This is an optimization exercise on Yosys and OpenROAD, whose aim is small area, not a production implementation. The RTL was checked by simulation tests, not by an equivalence proof against the original design. Power figures rest on the tool's default switching activity, not on a simulated workload.

Design Median_Finder_9inputs_8bits, start of the top module:
module Median_Finder_9inputs_8bits(
    output wire [7:0] median_pixel,
    output wire       out_valid,
    input  wire [7:0] pixel0, pixel1, pixel2,
    input  wire [7:0] pixel3, pixel4, pixel5,
    input  wire [7:0] pixel6, pixel7, pixel8,
    input  wire       in_valid,
    input  wire       rst,
    input  wire       clk
);
Size: ~740 cells after synthesis, about 130 flip-flops, ~84 I/O pins, about 0.0055 sq mm of cells after synthesis.
clock: 2.5 ns
lec_check: 0
abc_area: 1
cap_margin: 20
core_margin: 2
core_utilization: 40
cts_buf_list: sky130_fd_sc_hd__clkbuf_8
gpl_timing_driven: 0
slew_margin: 20
standard.sh (not shown) runs the stock make flow with config.mk's settings and CLKGATE_MAP_FILE= SYNTH_SCRIPT=/design/flow/synth_recipe.tcl, a recipe that flattens the netlist after the stock synthesis.
==> flow/flow/run.sh <==
#!/bin/bash
# Own layout flow: the standard flow, with two changes:
#  - synthesis maps the logic with the ABC script in flow/abc.script (an
#    area-oriented mapping) instead of ORFS's; the rest of the standard
#    synthesis (synth_recipe.tcl) is unchanged, so registers keep their names;
#  - port buffers are plain buffers (flow/ports.txt names the cell) instead
#    of the default delay cell.
# Each tool's output goes to a log file in the folder this runs in.
set -euo pipefail
W=$PWD
F=$W/flow
sed 's|log_cmd abc {\*}\$abc_args|log_cmd abc {*}[lreplace $abc_args 1 1 '"$F"'/abc.script]|' \
    "$FLOW_HOME/scripts/synth.tcl" > "$W/own_synth_core.tcl"
grep -q "$F/abc.script" "$W/own_synth_core.tcl"
sed "s|source \$::env(SCRIPTS_DIR)/synth.tcl|source $W/own_synth_core.tcl|" \
    "$W/synth_recipe.tcl" > "$W/own_synth.tcl"
grep -q "own_synth_core.tcl" "$W/own_synth.tcl"
bash "$W/standard.sh" "SYNTH_SCRIPT=$W/own_synth.tcl" synth > "$W/own_synth.log" 2>&1
EXTRA=()
while read -r line; do
    [[ -z "$line" || "$line" == \#* ]] || EXTRA+=("$line")
done < "$F/make_vars.txt"
bash "$W/standard.sh" "${EXTRA[@]}" finish > "$W/own_layout.log" 2>&1
==> flow/flow/abc.script <==
strash
dch
map -D 2000
topo
stime -c
buffer -c
upsize -D 2000 -c
dnsize -D 2000 -c
==> flow/flow/make_vars.txt <==
# extra make variables for the layout, one per line
BUFFER_PORTS_ARGS=-buffer_cell sky130_fd_sc_hd__buf_1
CTS_ARGS=-sink_clustering_enable -repair_clock_nets -root_buf sky130_fd_sc_hd__clkbuf_8 -buf_list sky130_fd_sc_hd__clkbuf_4 -dont_use_dummy_load
Next try:
==> flow/flow/make_vars.txt (replaced) <==
# extra make variables for the layout, one per line
BUFFER_PORTS_ARGS=-buffer_cell sky130_fd_sc_hd__buf_1
Settings changed: CORE_UTILIZATION 40 to 60.
After rerunning: The new run went through all stages and came out clean. Combinational power climbs by about 1%. Power climbs by 9.0%. Hold slack degrades by 22 ps. Critical path depth climbs by 2.
Next try:
Settings changed: CORE_UTILIZATION 60 to 40, CTS_BUF_LIST sky130_fd_sc_hd__clkbuf_8 to sky130_fd_sc_hd__clkbuf_4 sky130_fd_sc_hd__clkbuf_8.
Effect: The changed run produced a clean layout; cell count climbs by 6.5%; sequential cell count stays the same; cell area climbs by 1.5%; power drops by 0.38%; sequential power barely changes; critical path depth drops by 2; combinational power drops by about 2%.
Next try:
==> flow/flow/make_vars.txt (replaced) <==
# extra make variables for the layout, one per line
BUFFER_PORTS_ARGS=-buffer_cell sky130_fd_sc_hd__buf_1
CTS_ARGS=-sink_clustering_enable -repair_clock_nets -buf_list sky130_fd_sc_hd__clkbuf_8 -dont_use_dummy_load -sink_clustering_size 20
Settings changed: CTS_BUF_LIST sky130_fd_sc_hd__clkbuf_4 sky130_fd_sc_hd__clkbuf_8 to sky130_fd_sc_hd__clkbuf_8.
- core utilization went down by 0.94 points
- routed wire length went down by 1.8%
- combinational power went up by about 1%
- via count stays flat
- critical path depth does not change
- total power went down by about 4.4%
- design area went down by about 1.9%
- hold slack gains 8.7 ps
Next try:
==> flow/flow/make_vars.txt (replaced) <==
# extra make variables for the layout, one per line
BUFFER_PORTS_ARGS=-buffer_cell sky130_fd_sc_hd__buf_1
Maximum frequency increases by 1.3%.
Synthesized cell count is unchanged.
Worst hold slack got worse by 8.7 ps.
Worst setup slack improved by 31 ps.
Wire length increases by 1.8%.
Power increases by 4.6%.
Utilization increases by 0.94 points.
Clock skew decreases by 20 ps.
Clock power increases by 41%.
Combinational power decreases by about 1%.
Next try:
==> flow/flow/make_vars.txt (replaced) <==
# extra make variables for the layout, one per line
BUFFER_PORTS_ARGS=-buffer_cell sky130_fd_sc_hd__buf_2
Settings changed: GPL_TIMING_DRIVEN 0 to unset.
What happened:
- die area is unchanged
- sequential power barely changes
- via count increases by 0.56%
- routed wire length decreases by 1.7%
- count of clock-buffer cells in the layout is unchanged
- first-iteration DRC count decreases by 24%
- total power increases by 0.67%
- final cell count increases by 4.9%
- worst hold slack loses 4.6 ps
- area after synthesis does not change
- sequential share of layout area decreases by 2.2 points

========
Another version of the RTL of Median_Finder_9inputs_8bits (not shown whole).
Size in the first run: roughly 650 cells after synthesis, ~84 I/O pins, about 0.0056 sq mm of cells after synthesis.
## Median_Finder_9inputs_8bits
module Median_Finder_9inputs_8bits(
    output wire [7:0] median_pixel,
    output wire       out_valid,
    input  wire [7:0] pixel0, pixel1, pixel2,
    input  wire [7:0] pixel3, pixel4, pixel5,
    input  wire [7:0] pixel6, pixel7, pixel8,
    input  wire       in_valid,
    input  wire       rst,
    input  wire       clk
);
Settings: LEC_CHECK=0, ABC_AREA=1, CAP_MARGIN=20, CORE_MARGIN=2, CORE_UTILIZATION=40, SLEW_MARGIN=20; clock period 2.5 ns.
==> flow/flow/abc.script <==
strash
dch
amap
topo
stime -c
==> flow/flow/make_vars.txt <==
# extra make variables for the layout, one per line
BUFFER_PORTS_ARGS=-buffer_cell sky130_fd_sc_hd__buf_2
Scripts as last shown in full above: flow/flow/run.sh
The starting point finished but failed the layout checks on negative setup slack.
==> next run, changes <==
==> flow/flow/abc.script (replaced) <==
strash
dch
map -B 0.9
topo
stime -c
buffer -c
upsize -c
dnsize -c
The new run went through all stages and came out clean.
Via count goes up by 19%.
Count of clock-buffer cells in the layout goes up by 1.
Wire length goes down by 3.1%.

==> what the ideal ports hide <==
In the flow no input, the clock included, has a driving cell. The finished layouts below were timed again as built, in two steps. Step 1 sets driving cells, clkbuf_16 on the clock port and buf_2 on the other inputs (assumed; they add their load-dependent delay and slew). Step 2, shift: input delay + t, output delay - t, t = (earliest + latest rising clock arrival at the registers) / 2. This alone moves slack from input paths to output paths. Slacks: no drivers / after step 1 / after step 2; pairs: no drivers / after step 1.
run	t, ns	slack for setup (ns)	hold WS [ns]	clock arrival spread, ns	worst register clock-pin slew, ns
the first run of note 1	0.420	0.071 / 0.082 / -0.339	0.263 / 0.252 / 0.320	0.054 / 0.053	0.12 / 0.12
the second run of note 1	0.459	0.086 / 0.086 / -0.301	0.240 / 0.224 / 0.328	0.015 / 0.015	0.08 / 0.08
the third run of note 1	0.475	0.144 / 0.156 / -0.320	0.236 / 0.222 / 0.330	0.012 / 0.013	0.08 / 0.08
the fourth run of note 1	0.457	0.113 / 0.125 / -0.332	0.245 / 0.233 / 0.324	0.039 / 0.039	0.08 / 0.08
the fifth run of note 1	0.475	0.144 / 0.156 / -0.320	0.236 / 0.222 / 0.330	0.012 / 0.013	0.08 / 0.08
the sixth run of note 1	0.473	0.143 / 0.143 / -0.105	0.232 / 0.225 / 0.331	0.015 / 0.015	0.08 / 0.08
the first run of note 2	0.454	-0.075 / -0.075 / -0.459	0.288 / 0.269 / 0.324	0.010 / 0.010	0.06 / 0.06
the second run of note 2	0.455	0.224 / 0.224 / 0.059	0.283 / 0.263 / 0.325	0.009 / 0.009	0.06 / 0.06
With both steps, setup timing fails in 6 of these runs, where it was met with ideal ports.
